What follows belongs to an exercise in optimizing a design on an open flow for small area; a production flow would make more cautious choices.
Only simulation tests tie the RTL to the original design; equivalence was not proved.
Power figures rest on the tool's default switching activity, not on a simulated workload.

## flow/config.mk

```make
export PLATFORM = sky130hd
export DESIGN_NAME = nidhogg
export DESIGN_NICKNAME = nidhogg
export VERILOG_FILES = /design/flow/design.v
export SDC_FILE = /design/flow/constraint.sdc
export NUM_CORES = 4
export LEC_CHECK = 0
export CAP_MARGIN = 20
export CORE_MARGIN = 2
export CORE_UTILIZATION = 65
export SLEW_MARGIN = 20
```

## flow/constraint.sdc

```tcl
create_clock -name core_clock -period 25.0 [get_ports {clk}]
set_input_delay 5.0000 -clock core_clock [delete_from_list [all_inputs] [get_ports {clk}]]
set_output_delay 5.0000 -clock core_clock [all_outputs]
set_load 0.01 [all_outputs]
```

## flow/design.v

```verilog
`timescale 1ns / 1ps
module nidhogg(
    input wire clk,
    input wire rst,
    input wire BTNL,
    input wire BTNR,
    input wire BTND,
    input wire BTNU,
    input wire BTNC,
    input wire sw,
    input wire PS2Data,
    input wire PS2Clk,
    output wire vs,
    output wire hs,
    output wire [3:0] r,
    output wire [3:0] g,
    output wire [3:0] b,
    output wire [11:0] rom_bg_addr,
    input  wire [11:0] rom_bg_data,
    output wire [11:0] rom_torch_up_addr,
    input  wire [11:0] rom_torch_up_data,
    output wire [11:0] rom_torch_down_addr,
    input  wire [11:0] rom_torch_down_data,
    output wire [11:0] rom_window_up_addr,
    input  wire [11:0] rom_window_up_data,
    output wire [11:0] rom_window_down_addr,
    input  wire [11:0] rom_window_down_data,
    output wire [11:0] rom_pl_head_addr,
    input  wire [11:0] rom_pl_head1_data,
    input  wire [11:0] rom_pl_head2_data,
    output wire [11:0] rom_pl_legs_addr,
    input  wire [11:0] rom_pl_legs1_data,
    input  wire [11:0] rom_pl_legs2_data,
    output wire [9:0]  rom_pl_sword_addr,
    input  wire [11:0] rom_pl_sword_data,
    output wire [11:0] rom_pr_head_addr,
    input  wire [11:0] rom_pr_head1_data,
    input  wire [11:0] rom_pr_head2_data,
    output wire [11:0] rom_pr_legs_addr,
    input  wire [11:0] rom_pr_legs1_data,
    input  wire [11:0] rom_pr_legs2_data,
    output wire [9:0]  rom_pr_sword_addr,
    input  wire [11:0] rom_pr_sword_data,
    output wire [13:0] rom_sign_l_addr,
    input  wire [11:0] rom_sign_l_data,
    output wire [13:0] rom_sign_r_addr,
    input  wire [11:0] rom_sign_r_data,
    output wire [9:0]  rom_crown_r_addr,
    input  wire [11:0] rom_crown_r_data,
    output wire [9:0]  rom_crown_l_addr,
    input  wire [11:0] rom_crown_l_data
);
    function ge16(input [15:0] x, input [15:0] k);
        integer i;
        reg r;
        begin
            r = 1'b1;
            for (i = 0; i < 16; i = i + 1)
                r = k[i] ? (x[i] & r) : (x[i] | r);
            ge16 = r;
        end
    endfunction
    function le16(input [15:0] x, input [15:0] k);
        integer i;
        reg r;
        begin
            r = 1'b1;
            for (i = 0; i < 16; i = i + 1)
                r = k[i] ? (~x[i] | r) : (~x[i] & r);
            le16 = r;
        end
    endfunction
    localparam [11:0] KEY = 12'h198;
    reg [10:0] H;
    reg [9:0]  V;
    wire [10:0] H_inc;
    wire [9:0]  V_inc;
    rinc #(11) u_H (.a(H), .s(H_inc));
    rinc #(10) u_V (.a(V), .s(V_inc));
    always @(posedge clk)
        if (rst) begin
            H <= 0;
            V <= 0;
        end else if (H == 11'd1055) begin
            H <= 0;
            V <= (V == 10'd627) ? 10'd0 : V_inc;
        end else
            H <= H_inc;
    assign hs = (ge16(H, 16'd845)) && (le16(H, 16'd972));
    assign vs = (ge16(H, 16'd845)) ? ((ge16(V, 16'd600)) && (le16(V, 16'd622)))
                               : ((ge16(V, 16'd601)) && (le16(V, 16'd623)));
    wire vis0 = (le16(H, 16'd799)) && (le16(V, 16'd599));
    reg [9:0]  Vp;
    always @(posedge clk)
        if (rst)                Vp <= 0;
        else if (H == 11'd1055) Vp <= V;
    wire h_lt1 = (H == 11'd0);
    wire h_lt2 = (H[10:1] == 10'd0);
    wire h_lt3 = h_lt2 || (H == 11'd2);
    wire h_lt4 = (H[10:2] == 9'd0);
    wire [5:0] vb_ = h_lt1 ? Vp[5:0] : V[5:0];
    wire [9:0] vc_ = h_lt2 ? Vp : V;
    wire [9:0] vd_ = h_lt3 ? Vp : V;
    wire [6:0] ve_ = h_lt4 ? Vp[6:0] : V[6:0];
    wire h_lt5 = h_lt4 || (H == 11'd4);
    wire [6:0] vf_ = h_lt5 ? Vp[6:0] : V[6:0];
    wire first_line = (V == 10'd0) && (Vp == 10'd0);
    wire [6:0] hf_ = h_lt5 ? (first_line ? 7'd0 : H[6:0] + 7'd27) : H[6:0] - 7'd5;
    wire [5:0]  hb_ = h_lt1 ? (first_line ? 6'd0 : 6'd31) : H[5:0] - 6'd1;
    wire [10:0] hc_ = h_lt2 ? (first_line ? 11'd0 : {10'b1000001111, H[0]}) : H - 11'd2;
    reg visb, visc, visd, vise;
    always @(posedge clk) begin
        visb <= vis0;
        visc <= visb;
        vise <= visd;
    end
    always @(posedge clk)
        if (rst) begin
            visd <= 1'b1;
        end else begin
            visd <= visc;
        end
    wire hc0    = (hc_ == 11'd0);
    wire hd_cin = hc0 && visd;         
    wire hd_wrap = hc0 && !visd;       
    reg [11:0] rgb_b;
    always @(posedge clk)
        if (rst || !vis0)      rgb_b <= 12'h000;
        else if (ge16(V, 16'd551))  rgb_b <= 12'h300;
        else if (ge16(V, 16'd521))  rgb_b <= 12'h333;
        else                   rgb_b <= rom_bg_data;
    assign rom_bg_addr = {vb_[5:0], hb_[5:0]};
    reg [4:0] board;
    reg [3:0] board_d, board_out;     
    reg pos_reset;
    reg xL_at696_o, xL_gt536_o;       
    reg xR_at40_o, xR_lt200_o;        
    wire scoreR = xR_at40_o && !pos_reset;
    wire scoreL = xL_at696_o && !pos_reset;
    wire [4:0] board_mv;
    radd #(5) u_bmv (.a(board), .b({{4{scoreR}}, 1'b1}), .s(board_mv));
    always @(posedge clk) begin
        board_d <= {board == 5'd1, board == 5'd9, board == 5'd7, board == 5'd3};
        board_out <= board_d;
    end
    always @(posedge clk)
        if (rst) begin
            board <= 5'd5;
            pos_reset <= 0;
        end else begin
            pos_reset <= scoreR || scoreL;
            if (scoreR || scoreL)
                board <= board_mv;
        end
    wire [5:0] torch_ay = vc_[5:0] - 6'd36;
    wire [5:0] torch_ax = hc_[5:0] - 6'd10;
    assign rom_torch_up_addr    = {torch_ay, torch_ax};
    assign rom_torch_down_addr  = {torch_ay, torch_ax};
    assign rom_window_up_addr   = {torch_ay, torch_ax};
    assign rom_window_down_addr = {torch_ay, torch_ax};
    wire bo1 = board_out[3] || board_out[2];
    wire ltorch = bo1 || board_out[1];
    wire rtorch = bo1 || board_out[0];
    wire x_r  = (ge16(H, 16'd589)) && (le16(H, 16'd652));
    wire x_lt = (ge16(H, 16'd153)) && (le16(H, 16'd216));
    wire x_lw = (ge16(H, 16'd141)) && (le16(H, 16'd204));
    wire y_u  = (ge16(V, 16'd100)) && (le16(V, 16'd163));
    wire y_d  = (ge16(V, 16'd164)) && (le16(V, 16'd227));
    wire in_l = ltorch ? x_lt : x_lw;
    wire use_torch = in_l ? ltorch : rtorch;
    wire in_x = in_l || x_r;
    wire [11:0] d_down = use_torch ? rom_torch_down_data : rom_window_down_data;
    wire [11:0] d_up   = use_torch ? rom_torch_up_data   : rom_window_up_data;
    wire [11:0] d_tw   = y_d ? d_down : d_up;      
    reg [11:0] rgb_c;
    always @(posedge clk)
        if (rst || !visb)                             rgb_c <= 12'h000;
        else if (in_x && (y_d || y_u) && (d_tw != KEY)) rgb_c <= d_tw;
        else                                          rgb_c <= rgb_b;
    wire dead_L, dead_R;           
    wire winL, winR;
    wire deadR_k = dead_R || winR || winL;
    wire deadL_k = dead_L || winL || winR;
    wire kclkf, kdataf;
    debouncer db_clk (
        .clk(clk), .rst(rst), .I(PS2Clk), .O(kclkf));
    debouncer db_data (
        .clk(clk), .rst(rst), .I(PS2Data), .O(kdataf));
    reg kclkf_prev;
    reg [7:0] datacur;
    reg [3:0] cnt;
    wire [3:0] cnt_inc;
    rinc #(4) u_cnt (.a(cnt), .s(cnt_inc));
    reg kc_take;
    localparam [2:0] K_OTHER = 3'd0, K_LEFT = 3'd1, K_RIGHT = 3'd2, K_JUMP = 3'd3,
                     K_UP = 3'd4, K_DOWN = 3'd5, K_THROW = 3'd6, K_BRK = 3'd7;
    reg [2:0] kc_lo;
    reg kc_hi_brk;
    reg [2:0] dc_class;
    always @(*)
        case (datacur)
            8'h6B:   dc_class = K_LEFT;
            8'h74:   dc_class = K_RIGHT;
            8'h29:   dc_class = K_JUMP;
            8'h75:   dc_class = K_UP;
            8'h72:   dc_class = K_DOWN;
            8'h5A:   dc_class = K_THROW;
            8'hF0:   dc_class = K_BRK;
            default: dc_class = K_OTHER;
        endcase
    always @(posedge clk)
        if (rst) begin
            kclkf_prev <= 1'b0;
            datacur <= 0;
            cnt <= 0;
            kc_take <= 1'b0;
            kc_lo <= K_OTHER;
            kc_hi_brk <= 1'b0;
        end else begin
            kclkf_prev <= kclkf;
            if (kclkf_prev && !kclkf) begin
                if (cnt >= 4'd1 && cnt <= 4'd8) datacur <= {kdataf, datacur[7:1]};
                if (le16(cnt, 16'd9)) cnt <= cnt_inc;
                else if (cnt == 4'd10) cnt <= 0;
            end
            kc_take <= kclkf_prev && !kclkf && (cnt == 4'd9);
            if (kc_take) begin
                kc_hi_brk <= (kc_lo == K_BRK);
                kc_lo <= dc_class;
            end
        end
    wire kd_ok = (kc_lo != K_BRK) && !kc_hi_brk && !deadR_k;
    wire c_l = (kc_lo == K_LEFT),  c_r = (kc_lo == K_RIGHT), c_j = (kc_lo == K_JUMP);
    wire c_u = (kc_lo == K_UP),    c_d = (kc_lo == K_DOWN),  c_t = (kc_lo == K_THROW);
    reg RP_left_h, RP_right_h, RP_jump_h, RP_throw_h, RP_up_h, RP_down_h, sp_hold;
    wire RP_left  = kd_ok && (c_l || (RP_left_h  && (c_j || c_u || c_d || c_t)));
    wire RP_right = kd_ok && (c_r || (RP_right_h && (c_j || c_u || c_d || c_t)));
    wire RP_jump  = kd_ok && (c_j || (RP_jump_h  && (c_l || c_r || c_u || c_d || c_t)));
    wire RP_throw = kd_ok && (c_t || (RP_throw_h && (c_l || c_r || c_j || c_u || c_d)));
    wire RP_up    = RP_up_h   || (kd_ok && c_u);
    wire RP_down  = RP_down_h || (kd_ok && c_d);
    reg  RP_sp_nxt;                          
    wire RP_sp = kd_ok ? RP_sp_nxt : sp_hold;
    always @(posedge clk)
        if (rst) begin
            RP_left_h <= 0; RP_right_h <= 0; RP_jump_h <= 0; RP_throw_h <= 0;
            RP_up_h <= 0; RP_down_h <= 0; sp_hold <= 0;
        end else begin
            RP_left_h <= RP_left; RP_right_h <= RP_right; RP_jump_h <= RP_jump;
            RP_throw_h <= RP_throw; RP_up_h <= RP_up; RP_down_h <= RP_down;
            sp_hold <= RP_sp;
        end
    localparam [8:0] C0 = 9'h001, C100 = 9'h16f, C200 = 9'h07d, C300 = 9'h0e9, C400 = 9'h1f1;
    reg [11:0] RX_nxt, RX;
    reg [8:0]  RY_nxt, RY;
    reg [9:0]  RP_xs;                        
    reg [8:0]  RP_cnt;
    reg [6:0]  RP_cc;
    reg RP_falling, RP_legs;
    wire RP_S  = (RP_cnt == C400);
    wire RP_Q  = (RP_cnt == C0) || (RP_cnt == C100) || (RP_cnt == C200) || (RP_cnt == C300);
    wire RP_y0 = (RY == 9'd450);
    wire RP_s0 = (RP_xs == 10'd32);
    wire RP_LR = RP_left || RP_right;
    wire [6:0] RP_cc_inc;
    wire [9:0] RP_xs_inc;
    rinc #(7)  u_RP_cc (.a(RP_cc), .s(RP_cc_inc));
    rinc #(10) u_RP_xs (.a(RP_xs), .s(RP_xs_inc));
    wire RP_top = (le16(RY, 16'd250));               
    wire [11:0] RX_mv;
    radd #(12) u_RX_mv (.a(RX), .b({{11{RP_left}}, 1'b1}), .s(RX_mv));
    wire [8:0]  RY_mv;
    radd #(9) u_RY_mv (.a(RY), .b({{8{~(!RP_y0 && (RP_top || RP_falling))}}, 1'b1}), .s(RY_mv));
    always @(posedge clk)
        if (rst) begin
            RX_nxt <= 12'd661; RY_nxt <= 9'd450; RP_xs <= 10'd32;
            RP_cnt <= C0; RP_cc <= 0; RP_falling <= 0; RP_sp_nxt <= 0; RP_legs <= 0;
        end else begin
            if (pos_reset) begin
                RX_nxt <= 12'd661;
                RY_nxt <= 9'd450;
            end else if (RP_S) begin
                RP_cnt <= C0;
                RP_cc <= RP_cc_inc;
                if (RP_y0 && RP_s0) begin
                    if (RP_LR)         RX_nxt <= RX_mv;
                    else if (RP_jump)  begin RY_nxt <= RY_mv; RP_falling <= 0; end
                    else if (RP_throw) RP_xs <= 10'd33;
                    else if (RP_down)  RP_sp_nxt <= 0;
                    else if (RP_up)    RP_sp_nxt <= 1;
                end else if (!RP_y0 && RP_s0) begin
                    RY_nxt <= RY_mv;
                    if (RP_top) RP_falling <= ~RP_falling;
                    if (RP_LR)         RX_nxt <= RX_mv;
                    else if (RP_throw) RP_xs <= 10'd33;
                    else if (RP_down)  RP_sp_nxt <= 0;
                    else if (RP_up)    RP_sp_nxt <= 1;
                end else if (RP_y0) begin
                    if (ge16(RP_xs, 16'd633)) RP_xs <= 10'd32;
                    else if (RP_LR)    RX_nxt <= RX_mv;
                    else if (RP_jump)  begin RY_nxt <= RY_mv; RP_falling <= 0; end
                    else if (RP_down)  RP_sp_nxt <= 0;
                    else if (RP_up)    RP_sp_nxt <= 1;
                end else begin
                    if (ge16(RP_xs, 16'd233)) RP_xs <= 10'd32;
                    else begin
                        RY_nxt <= RY_mv;
                        if (RP_top) RP_falling <= ~RP_falling;
                    end
                    if (RP_LR)         RX_nxt <= RX_mv;
                    else if (RP_down)  RP_sp_nxt <= 0;
                    else if (RP_up)    RP_sp_nxt <= 1;
                end
            end else begin
                RP_cnt <= {RP_cnt[7:0], RP_cnt[8] ^ RP_cnt[4]};
                if (!RP_s0 && RP_Q)
                    RP_xs <= RP_xs_inc;
                else if (RP_LR) begin
                    if (!ge16(RP_cc, 16'd60))       RP_legs <= 1;
                    else if (!ge16(RP_cc, 16'd120)) RP_legs <= 0;
                    else                     RP_cc <= 0;
                end
            end
        end
    reg [11:0] LX_nxt, LX;
    reg [8:0]  LY_nxt, LY;
    reg [9:0]  LP_xs;                        
    reg [8:0]  LP_cnt;
    reg [6:0]  LP_cc;
    reg LP_falling, LP_legs, LP_sp_nxt, LP_sp;
    wire LP_S  = (LP_cnt == C400);
    wire LP_Q  = (LP_cnt == C0) || (LP_cnt == C100) || (LP_cnt == C200) || (LP_cnt == C300);
    wire LP_y0 = (LY == 9'd450);
    wire LP_s0 = (LP_xs == 10'd64);
    wire LP_LR = BTNR || BTNL;
    wire [6:0] LP_cc_inc;
    wire [9:0] LP_xs_inc;
    rinc #(7)  u_LP_cc (.a(LP_cc), .s(LP_cc_inc));
    rinc #(10) u_LP_xs (.a(LP_xs), .s(LP_xs_inc));
    wire LP_top = (le16(LY, 16'd250));
    wire [11:0] LX_mv;
    raddc #(12) u_LX_mv (.a(LX), .b({12{~BTNR && !deadL_k}}), .cin(BTNR && !deadL_k), .s(LX_mv));
    wire [8:0]  LY_mv;
    wire LY_dn = !deadL_k && !LP_y0 && (LP_top || LP_falling);
    raddc #(9) u_LY_mv (.a(LY), .b({9{!deadL_k && !LY_dn}}), .cin(LY_dn), .s(LY_mv));
    always @(posedge clk)
        if (rst) begin
            LX_nxt <= 12'd75; LY_nxt <= 9'd450; LP_xs <= 10'd64;
            LP_cnt <= C0; LP_cc <= 0; LP_falling <= 0; LP_sp_nxt <= 0; LP_legs <= 0;
        end else begin
            if (pos_reset) begin
                LX_nxt <= 12'd75;
                LY_nxt <= 9'd450;
            end else if (deadL_k) begin
                if (LP_LR)             LX_nxt <= LX_mv;
                else if (BTNC)         LY_nxt <= LY_mv;
                else if (sw)           LP_xs <= 10'd64;
                else if (BTND || BTNU) LP_sp_nxt <= LP_sp;
            end else if (LP_S) begin
                LP_cnt <= C0;
                LP_cc <= LP_cc_inc;
                if (LP_y0 && LP_s0) begin
                    if (LP_LR)     LX_nxt <= LX_mv;
                    else if (BTNC) begin LY_nxt <= LY_mv; LP_falling <= 0; end
                    else if (sw)   LP_xs <= 10'd65;
                    else if (BTND) LP_sp_nxt <= 0;
                    else if (BTNU) LP_sp_nxt <= 1;
                end else if (!LP_y0 && LP_s0) begin
                    LY_nxt <= LY_mv;
                    if (LP_top) LP_falling <= ~LP_falling;
                    if (LP_LR)     LX_nxt <= LX_mv;
                    else if (sw)   LP_xs <= 10'd65;
                    else if (BTND) LP_sp_nxt <= 0;
                    else if (BTNU) LP_sp_nxt <= 1;
                end else if (LP_y0) begin
                    if (ge16(LP_xs, 16'd665)) LP_xs <= 10'd64;
                    else if (LP_LR) LX_nxt <= LX_mv;
                    else if (BTNC) begin LY_nxt <= LY_mv; LP_falling <= 0; end
                    else if (BTND) LP_sp_nxt <= 0;
                    else if (BTNU) LP_sp_nxt <= 1;
                end else begin
                    if (ge16(LP_xs, 16'd665)) LP_xs <= 10'd64;
                    else begin
                        LY_nxt <= LY_mv;
                        if (LP_top) LP_falling <= ~LP_falling;
                    end
                    if (LP_LR)     LX_nxt <= LX_mv;
                    else if (BTND) LP_sp_nxt <= 0;
                    else if (BTNU) LP_sp_nxt <= 1;
                end
            end else begin
                LP_cnt <= {LP_cnt[7:0], LP_cnt[8] ^ LP_cnt[4]};
                if (!LP_s0 && LP_Q)
                    LP_xs <= LP_xs_inc;
                else if (LP_LR) begin
                    if (!ge16(LP_cc, 16'd60))       LP_legs <= 1;
                    else if (!ge16(LP_cc, 16'd120)) LP_legs <= 0;
                    else                     LP_cc <= 0;
                end
            end
        end
    always @(posedge clk) begin
        RX <= RX_nxt;
        RY <= RY_nxt;
        LX <= LX_nxt;
        LY <= LY_nxt;
        LP_sp <= LP_sp_nxt;
    end
    reg [11:0] RX_p, LX_p;
    reg [8:0]  RY_p, LY_p;
    reg [9:0]  RP_xs_p, LP_xs_p;
    reg RP_sp_p, LP_sp_p, RP_legs_p, LP_legs_p;
    always @(posedge clk) begin
        RX_p <= RX;       LX_p <= LX;
        RY_p <= RY;       LY_p <= LY;
        RP_xs_p <= RP_xs; LP_xs_p <= LP_xs;
        RP_sp_p <= RP_sp; LP_sp_p <= LP_sp;
        RP_legs_p <= RP_legs; LP_legs_p <= LP_legs;
    end
    wire [11:0] xposL  = LX_p;
    wire [8:0]  yposL  = LY_p;
    wire [11:0] xswL;
    radd #(12) u_xswL (.a(xposL), .b({2'b0, LP_xs_p}), .s(xswL));
    wire [10:0] dxL;
    rsub #(11) u_dxL (.a(hc_), .b(xposL[10:0]), .d(dxL));
    wire [9:0] dyL;
    rsub #(10) u_dyL (.a(vc_), .b({1'b0, yposL}), .d(dyL));
    wire [10:0] dxsL;
    rsub #(11) u_dxsL (.a(hc_), .b(xswL[10:0]), .d(dxsL));
    wire nearL  = (!ge16(xposL, 16'd1056));
    wire nearsL = (!ge16(xswL, 16'd1056));
    reg cr_clamp, cr_lwrap, cr_fwrap;
    reg [11:0] addrL;
    reg [4:0]  addrLs;               
    reg        spL_d;
    always @(posedge clk) begin
        cr_clamp <= hd_cin;
        cr_lwrap <= hd_wrap && (vc_ != 10'd0);
        cr_fwrap <= hd_wrap && (vc_ == 10'd0);
        xL_at696_o <= (xposL == 12'd696);
        xL_gt536_o <= (ge16(xposL, 16'd537));
        addrL   <= {dyL[5:0], dxL[5:0]};
        addrLs  <= dxsL[4:0];
        spL_d   <= LP_sp_p;
    end
    assign rom_pl_head_addr  = addrL;
    assign rom_pl_legs_addr  = addrL;
    assign rom_pl_sword_addr = {addrL[10:6] + (spL_d ? 5'd8 : 5'd9), addrLs};
    wire inxL   = nearL && (ge16(dxL, 16'd2)) && (le16(dxL, 16'd65));
    wire inyL   = (le16(dyL, 16'd127));
    wire inBL   = inxL && inyL;            
    wire inSL   = nearsL && (ge16(dxsL, 16'd2)) && (le16(dxsL, 16'd33))
               && (LP_sp_p ? ((ge16(dyL, 16'd24)) && (le16(dyL, 16'd55)))
                                     : ((ge16(dyL, 16'd55)) && (le16(dyL, 16'd86))));
    wire [11:0] headL = LP_sp_p   ? rom_pl_head2_data : rom_pl_head1_data;
    wire [11:0] bodyL = dyL[6] ? legsL : headL;
    wire [11:0] legsL = LP_legs_p ? rom_pl_legs2_data : rom_pl_legs1_data;
    reg [11:0] rgb_d;
    always @(posedge clk)
        if (rst || !visc)                          rgb_d <= 12'h000;
        else if (inBL && (bodyL != KEY))           rgb_d <= dead_L ? 12'hf00 : bodyL;
        else if (inSL && (rom_pl_sword_data != KEY)) rgb_d <= dead_L ? 12'hf00 : 12'h000;
        else                                       rgb_d <= rgb_c;
    wire [11:0] xposR  = RX_p;
    wire [8:0]  yposR  = RY_p;
    wire [11:0] xswR;
    rsub #(12) u_xswR (.a(xposR), .b({2'b0, RP_xs_p}), .d(xswR));
    wire [10:0] dxR;
    rsubc #(11) u_dxR (.a(hc_), .b(xposR[10:0]), .cin(hd_cin), .d(dxR));
    wire [9:0] dyR;
    rsub #(10) u_dyR (.a(vd_), .b({1'b0, yposR}), .d(dyR));
    wire [10:0] dxsR;
    rsubc #(11) u_dxsR (.a(hc_), .b(xswR[10:0]), .cin(hd_cin), .d(dxsR));
    wire nearR  = (!ge16(xposR, 16'd1056));
    wire nearsR = (!ge16(xswR, 16'd1056));
    reg [11:0] addrR;
    reg [4:0]  addrRs;               
    reg        spR_d;
    always @(posedge clk) begin
        addrR   <= {dyR[5:0], dxR[5] ^ hd_wrap, dxR[4:0]};
        addrRs  <= dxsR[4:0];
        spR_d   <= RP_sp_p;
    end
    assign rom_pr_head_addr  = addrR;
    assign rom_pr_legs_addr  = addrR;
    assign rom_pr_sword_addr = {addrR[10:6] + (spR_d ? 5'd8 : 5'd9), addrRs};
    wire inxR   = nearR && (ge16(dxR, 16'd2)) && (le16(dxR, 16'd65));
    wire inyR   = (le16(dyR, 16'd127));
    wire inBR   = inxR && inyR;            
    wire inSR   = nearsR && (ge16(dxsR, 16'd2)) && (le16(dxsR, 16'd33))
               && (RP_sp_p ? ((ge16(dyR, 16'd24)) && (le16(dyR, 16'd55)))
                                     : ((ge16(dyR, 16'd55)) && (le16(dyR, 16'd86))));
    wire [11:0] headR = RP_sp_p   ? rom_pr_head2_data : rom_pr_head1_data;
    wire [11:0] bodyR = dyR[6] ? legsR : headR;
    wire [11:0] legsR = RP_legs_p ? rom_pr_legs2_data : rom_pr_legs1_data;
    reg [11:0] rgb_e;
    always @(posedge clk)
        if (rst || !visd)                          rgb_e <= 12'h000;
        else if (inBR && (bodyR != KEY))           rgb_e <= dead_R ? 12'hf00 : bodyR;
        else if (inSR && (rom_pr_sword_data != KEY)) rgb_e <= dead_R ? 12'hf00 : 12'h000;
        else                                       rgb_e <= rgb_d;
    wire crR_x = (ge16(dxR, 16'd18)) && (le16(dxR, 16'd49)) && ((le16(xposR, 16'd1037)) || (ge16(xposR, 16'd4080)));
    wire crR_y = (!dyR[9] && (le16(dyR, 16'd12))) || (dyR[9] && (ge16(dyR, 16'd1005)));
    reg in_cR;
    always @(posedge clk) begin
        in_cR      <= crR_x && crR_y;
        xR_at40_o  <= (xposR == 12'd40);
        xR_lt200_o <= (!ge16(xposR, 16'd200));
    end
    wire [12:0] dA;
    rsub #(13) u_dA (.a({1'b0, xswR}), .b({1'b0, xposL}), .d(dA));
    wire [12:0] dB;
    rsub #(13) u_dB (.a({1'b0, xswL}), .b({1'b0, xposR}), .d(dB));
    wire [9:0] dY;
    rsub #(10) u_dY (.a({1'b0, yposR}), .b({1'b0, yposL}), .d(dY));
    wire dY_n = dY[9];
    wire hitA_y = RP_sp_p ? ((!dY_n && (le16(dY, 16'd103))) || (dY_n && (ge16(dY, 16'd1001))))
                          : ((!dY_n && (le16(dY, 16'd72)))  || (dY_n && (ge16(dY, 16'd970))));
    wire hitB_y = LP_sp_p ? ((!dY_n && (le16(dY, 16'd23)))  || (dY_n && (ge16(dY, 16'd921))))
                          : ((!dY_n && (le16(dY, 16'd54)))  || (dY_n && (ge16(dY, 16'd952))));
    wire dY_eq = (LP_sp_p == RP_sp_p) ? (dY == 10'd0)
               : (LP_sp_p ? (dY == 10'h3e1) : (dY == 10'd31));
    reg hitA, hitB, sw_ne;
    always @(posedge clk) begin
        hitA  <= !dA[12] && (ge16(dA[11:0], 16'd7)) && (le16(dA[11:0], 16'd46)) && hitA_y;
        hitB  <= (ge16(xposR, 16'd18)) && ((!dB[12] && (le16(dB[11:0], 16'd21))) || (dB[12] && (ge16(dB[11:0], 16'd4078))))
                 && hitB_y;
        sw_ne <= !dY_eq;
    end
    reg dead_L_a, dead_R_a;
    wire act_ok = sw_ne && !dead_L_a && !dead_R_a;
    always @(posedge clk)
        if (rst) begin
            dead_L_a <= 0;
            dead_R_a <= 0;
        end else begin
            dead_L_a <= act_ok && hitA;
            dead_R_a <= act_ok && !hitA && hitB;
        end
    dead_timer dt_R (.clk(clk), .reset(rst), .active(dead_R_a), .premature_stop(pos_reset), .death(dead_R));
    dead_timer dt_L (.clk(clk), .reset(rst), .active(dead_L_a), .premature_stop(pos_reset), .death(dead_L));
    reg [9:0]  addr_cR, addr_cL;
    wire [4:0] acL_y = addrL[10:6] + (cr_fwrap ? 5'd6 : (cr_lwrap ? 5'd18 : 5'd19));
    wire [4:0] acL_x = addrL[4:0] + (cr_clamp ? 5'd16 : 5'd15);
    always @(posedge clk) begin
        addr_cR   <= {addrR[10:6] + 5'd19, ~addrR[4], addrR[3:0]};
        addr_cL   <= {acL_y, acL_x};
    end
    wire [13:0] addr_sign = {vf_ - 7'd28, hf_ - 7'd16};
    assign rom_sign_l_addr  = addr_sign;
    assign rom_sign_r_addr  = addr_sign;
    assign rom_crown_r_addr = addr_cR;
    assign rom_crown_l_addr = addr_cL;
    wire crL_x = (ge16(dxL, 16'd19)) && (le16(dxL, 16'd50)) && ((le16(xposL, 16'd1037)) || (ge16(xposL, 16'd4080)));
    wire crL_y = (!dyL[9] && (le16(dyL, 16'd12))) || (dyL[9] && (ge16(dyL, 16'd1005)));
    reg in_cL;
    always @(posedge clk) begin
        in_cL <= crL_x && crL_y;
    end
    wire sgn_y = (ge16(V, 16'd284)) && (le16(V, 16'd411));
    wire sgn_l = sgn_y && (ge16(H, 16'd278)) && (le16(H, 16'd405));
    wire sgn_r = sgn_y && (ge16(H, 16'd406)) && (le16(H, 16'd533));
    wire sgn   = sgn_l || sgn_r;
    wire [11:0] sgn_d = sgn_l ? rom_sign_l_data : rom_sign_r_data;
    wire condR = board_out[3] && xR_lt200_o;
    wire condL = board_out[2] && xL_gt536_o;
    reg winL_hold, winR_hold;
    assign winR = winR_hold || (vise && condR);
    assign winL = winL_hold || (vise && condL);
    always @(posedge clk)
        if (rst) begin
            winL_hold <= 0;
            winR_hold <= 0;
        end else begin
            winL_hold <= winL;
            winR_hold <= winR;
        end
    wire in_c = condR ? in_cR : in_cL;
    wire [11:0] crown_d = condR ? rom_crown_r_data : rom_crown_l_data;
    reg [11:0] rgb_f;
    always @(posedge clk)
        if (rst || !vise)                                rgb_f <= 12'h000;
        else if (condR) begin
            if (in_c && (crown_d != KEY))                rgb_f <= crown_d;
            else if (sgn && (sgn_d == 12'hB0F))          rgb_f <= 12'hCF0;
            else if (sgn && (sgn_d == 12'h305))          rgb_f <= 12'h774;
            else                                         rgb_f <= rgb_e;
        end else if (condL) begin
            if (in_c && (crown_d != KEY))                rgb_f <= crown_d;
            else if (sgn && (sgn_d != KEY))              rgb_f <= sgn_d;
            else                                         rgb_f <= rgb_e;
        end else                                         rgb_f <= rgb_e;
    assign {r, g, b} = rgb_f;
endmodule
module debouncer(
    input clk,
    input rst,
    input I,
    output reg O
    );
    reg [4:0] count;
    reg Iv;
    always@(posedge clk)
        if (rst) begin
            count <= 5'h01;
            Iv <= 1'b0;
            O <= 1'b0;
        end else if (I == Iv) begin
            if (count == 5'h06)
                O <= I;
            else
                count <= {count[3:0], count[4] ^ count[2]};
        end else begin
            count <= 5'h01;
            Iv <= I;
        end
endmodule
module dead_timer(
    input wire clk,
    input wire reset,
    input wire active,
    input wire premature_stop,
    output wire death
    );
    reg [15:0] counter;
    assign death = (counter != 16'h0001);
    wire running = death && (counter != 16'hb10e) && (counter != 16'h621d);
    always @(posedge clk)
        if (reset || premature_stop || !(active || running))
            counter <= 16'h0001;
        else
            counter <= {counter[14:0], counter[15] ^ counter[13] ^ counter[12] ^ counter[10]};
endmodule
module rsub #(parameter W = 8) (
    input  wire [W-1:0] a,
    input  wire [W-1:0] b,
    output wire [W-1:0] d
    );
    wire [W:0] c;
    assign c[0] = 1'b1;
    genvar i;
    generate
        for (i = 0; i < W; i = i + 1) begin : bitn
            wire nb = ~b[i];
            assign d[i]   = a[i] ^ nb ^ c[i];
            assign c[i+1] = (a[i] & nb) | (a[i] & c[i]) | (nb & c[i]);
        end
    endgenerate
endmodule
module radd #(parameter W = 8) (
    input  wire [W-1:0] a,
    input  wire [W-1:0] b,
    output wire [W-1:0] s
    );
    wire [W:0] c;
    assign c[0] = 1'b0;
    genvar i;
    generate
        for (i = 0; i < W; i = i + 1) begin : bitn
            assign s[i]   = a[i] ^ b[i] ^ c[i];
            assign c[i+1] = (a[i] & b[i]) | (a[i] & c[i]) | (b[i] & c[i]);
        end
    endgenerate
endmodule
module rinc #(parameter W = 8) (
    input  wire [W-1:0] a,
    output wire [W-1:0] s
    );
    wire [W:0] c;
    assign c[0] = 1'b1;
    genvar i;
    generate
        for (i = 0; i < W; i = i + 1) begin : bitn
            assign s[i]   = a[i] ^ c[i];
            assign c[i+1] = a[i] & c[i];
        end
    endgenerate
endmodule
module rsubc #(parameter W = 8) (
    input  wire [W-1:0] a,
    input  wire [W-1:0] b,
    input  wire         cin,
    output wire [W-1:0] d
    );
    wire [W:0] c;
    assign c[0] = cin;
    genvar i;
    generate
        for (i = 0; i < W; i = i + 1) begin : bitn
            wire nb = ~b[i];
            assign d[i]   = a[i] ^ nb ^ c[i];
            assign c[i+1] = (a[i] & nb) | (a[i] & c[i]) | (nb & c[i]);
        end
    endgenerate
endmodule
module raddc #(parameter W = 8) (
    input  wire [W-1:0] a,
    input  wire [W-1:0] b,
    input  wire         cin,
    output wire [W-1:0] s
    );
    wire [W:0] c;
    assign c[0] = cin;
    genvar i;
    generate
        for (i = 0; i < W; i = i + 1) begin : bitn
            assign s[i]   = a[i] ^ b[i] ^ c[i];
            assign c[i+1] = (a[i] & b[i]) | (a[i] & c[i]) | (b[i] & c[i]);
        end
    endgenerate
endmodule
```

## flow/flow/run.sh

```bash
#!/bin/bash
# Standard layout (bash standard.sh), with two changes:
#  - the port buffers are the smallest buffer (sky130_fd_sc_hd__buf_1) instead
#    of the one buffer_ports picks by default; every input and output port
#    still gets its own buffer;
#  - clock tree synthesis uses clkbuf_4 buffers, sink clusters of up to 10
#    flip-flops within 40 um, and no dummy loads.
export BUFFER_PORTS_ARGS="-buffer_cell sky130_fd_sc_hd__buf_1"
export CTS_ARGS="-sink_clustering_enable -repair_clock_nets -dont_use_dummy_load -buf_list sky130_fd_sc_hd__clkbuf_4 -sink_clustering_size 10 -sink_clustering_max_diameter 40"
bash standard.sh > standard.log 2>&1
```

## flow/standard.sh

```bash
#!/bin/bash
# synth_recipe.tcl (not shown) runs the flow's synth.tcl, then flattens the netlist and writes it again
# the make line also repeats each setting of config.mk as NAME=value (left out here)
make -C /OpenROAD-flow-scripts/flow DESIGN_CONFIG=/design/flow/config.mk WORK_HOME=/design/flow/orfs CLKGATE_MAP_FILE= SYNTH_SCRIPT=/design/flow/synth_recipe.tcl "${@:-finish}"
```

==> run notes <==
status=no timing/DRC/antenna violations; total CTS buffers=68; worst-case vdd ir drop=0.0994 mV; H-Tree Depth=3; Max Cap Viol=0; PwrDens=74.3 nW/um^2; Top Ports=428; Area Overhead vs Synth=7.86%; CTS root buf=clkbuf_4; Slew Limit Fails=0; initial antenna violation count=6; Rows=72; Yosys reg bits=461; Fill cells=2,990; CP cell instances=buf_1 -> nor2_1 -> buf_4 -> inv_1 -> fa_1 -> inv_1 -> fa_1 -> fa_1 -> fa_1 -> fa_1 -> fa_1 -> fa_1 -> fa_1 -> fa_1 -> fa_1 -> fa_1 -> xnor2_1 -> xnor2_1 -> mux2i_1 -> nor2_1; Clk Latency, worst-skew pair=810 ps; Via Count=21,000; Layout Nets=3,453; clock skew=80.5 ps; die area=40,200 sq um; cells after synthesis=2,642; largest net degree at the start of global routing=63; Setup Fix Bufs, Post-CTS=0; die outline width=201 um; first-pass GRT wire length=114,000 um; Setup WS pre-CTS=14,570 ps; CTS tree=done; Placer Congestion=1.03; HP Class=reg -> reg; ys async rst share=0%; final setup margin=15,420 ps; Worst EP required=25,690 ps; area share of the largest cell type after synthesis=36.7%; area of the multi-input gates=14,200 sq um; Max clock buf depth=3; DP Wirelength=57,500 um; Reg area=9230 sq um; most used cell, CP=fa_1; Total Power=0.00201 W; number of synthesized flops with an enable pin=0; DRC=0; Seq/Total Area, Yosys=36.7%; Fmax=104 MHz; Setup TNS=0 ps; Final Critical Period=9580 ps; Pre-Repair DR Iteration Count=8; Total GRT Usage=35.6%; syn nets=3,111; CP Launch Type=primary input; RSZ-0062 raised after global routing=no; initial core utilization=65.5%; crit share post-route=38.3%; initial drt markers=1,589; critical path class=in -> reg; crit-path leading delay family=adder cells; Port Buf Inserts=427; critical path arrival=10,270 ps; post-DR vias/cell=6.00; Die Ht=201 um; vias in the first global route=20,700; cell area after synthesis=25,100 sq um; biggest fanout along the worst timing path=12; CTS resizes=0; WL/cell=20.8 um; final WL=72,900 um; cell leakage power=10.8 nW; final setup fails=0; most common cell in the netlist=dfxtp_1; Post-synth top flop=dfxtp_1; GRT overflow=0; Hold-fix buffers, CTS=0; max_slew headroom=31.2%; clock sinks=461; Critical-path top delay cell=fa_1; Core Area=38,400 sq um; Yosys top cell by area=dfxtp_1; Post-Syn Area per Cell=9.51 sq um; crit path capture type=register; Unique masters post-synth=92; Hold Fails Final Rpt=0; dominant cells by area after synthesis=dfxtp_1 (37%), fa_1 (11%), mux2i_1 (4.9%), ha_1 (4.5%), nor2_1 (3.4%); clock slew at reported path FFs=100 ps; Synth warnings=3; share of cells above drive strength 1=5.90%; Worst Tran Pin Value=1030 ps; fin util=70.6%; Post-synth top cells=dfxtp_1 (461), nor2_1 (225), inv_1 (192), nand2_1 (169), fa_1 (141); Slowest Stage Delay on Critical Path=400 ps; worst path bufs/invs=4; antenna-violating nets left=0
[final timing paths]
| path | startpoint | to | slack (ps) | cells after the start |
|---|---|---|---|---|
| setup / recovery | BTNR | LX_nxt[11] | 15420 | 20 |
| hold / removal | LY_nxt[0] | LY[0] | 330 | 0 |
| setup reg to reg | H[1] | rgb_e[0] | 16110 | 25 |
| hold reg to reg | LY_nxt[0] | LY[0] | 330 | 0 |
[where the power goes]
group / switching (W) / internal, W
Sequential: 0.0000694 / 0.000812
Combinational: 0.000463 / 0.000303
Clock: 0.000241 / 0.000125
[cell families (layout without fill, tap and decap cells)]
| group | count (synthesis) | count (layout) | synth area share, % |
|---|---|---|---|
| AO/OA/AOI/OAI | 485 | 485 | 13.2 |
| AND/OR/NAND/NOR | 859 | 859 | 18.3 |
| adder cells (fa/ha/maj) | 231 | 231 | 15.7 |
| multiplexers | 165 | 165 | 6.87 |
| other | 0 | 4 | 0 |
| flip-flops | 461 | 461 | 36.7 |
| buffers and inverters | 368 | 708 | 6.73 |
| XOR/XNOR | 73 | 73 | 2.54 |
[flip-flops by register name, indices dropped and copies added (netlist names), 11 cells and up, named ones only]
name and cells:
LX_nxt 12, rgb_d 12, RX 12, rgb_e 12
addrL 12, addrR 12, RX_nxt 12, LX 12
rgb_b 12, rgb_f 12, dt_R.counter 16, LX_p 12
rgb_c 12, H 11, RX_p 12, dt_L.counter 16
[layer usage]
metal	up-vias	part of all wire, %	global-route usage, %
li1	9833	-	-
met1	10100	42	45.9
met2	890	48	60.1
met3	177	6.4	5.71
met4	4	3.8	13.9
met5	-	0.037	0
[cells in the final DEF, fill, tap and decap left out, types with 12 or more instances in the layout]
cell      instances
a211oi_1         34
nand2b_1         24
nor3_1           57
clkbuf_4         69
mux2i_1         124
buf_1           426
mux2_2           39
a21oi_1         138
xnor2_1          45
o21a_1           22
inv_1           192
buf_4            20
and2_1           65
nor3b_1          22
nand4_1          29
and3_1           22
xor2_1           28
a22o_1           32
dfxtp_1         461
ha_1             90
fa_1            141
nand2_1         169
o211ai_1         13
a21o_1           12
or3_1            13
nor2_1          223
nor2b_1          37
a31oi_1          25
nand3_1          47
or4_1            14
nor4b_1          33
o21ai_0          82
nor4_1           30
nand4b_1         15
[area by class of cell]
cell class	instances	share of cell area [%]
Sequential cell	461	34.1
Inverter	193	2.67
Tap cell	518	2.39
Clock buffer	68	1.88
Timing Repair Buffer	447	6.48
Antenna cell	4	0.0369
Multi-Input combinational cell	1813	52.5
[per-stage QoR]
| stage | area, sq um | std cells | hold WS [ps] |
|---|---|---|---|
| 3_5_place_dp | 26600 | 3432 | 318 |
| 3_3_place_gp | 26600 | 3432 | 312 |
| 2_1_floorplan | 25100 | 2642 | 310 |
| 6_report | 27100 | 3504 | 327 |
| 4_1_cts | 27100 | 3500 | 332 |
| 5_1_grt | 27100 | 3504 | 339 |

port drivers added, routing unchanged:
In the flow no input, the clock included, has a driving cell. The finished layout below was timed again as built, in two steps. Step 1: set_driving_cell puts a clkbuf_16 on clk and a buf_2 on each other input, an assumption about the parent block. Step 2 adds t to the input delays and takes it off the output delays; t is the mean of the earliest and latest rising clock arrival at the registers after step 1. Input paths then give back, and output paths get back, about the clock's delay inside the block. Slacks: ideal ports / drivers / drivers and shift; pairs: ideal ports / drivers.
t, ns: 0.823
setup slack, ns: 15.417 / 15.451 / 14.628
worst setup path after step 2: input to register
After both steps this run still meets setup and hold. For this run, drivers alone change the setup slack by +0.034 ns; drivers and shift together by -0.789 ns.
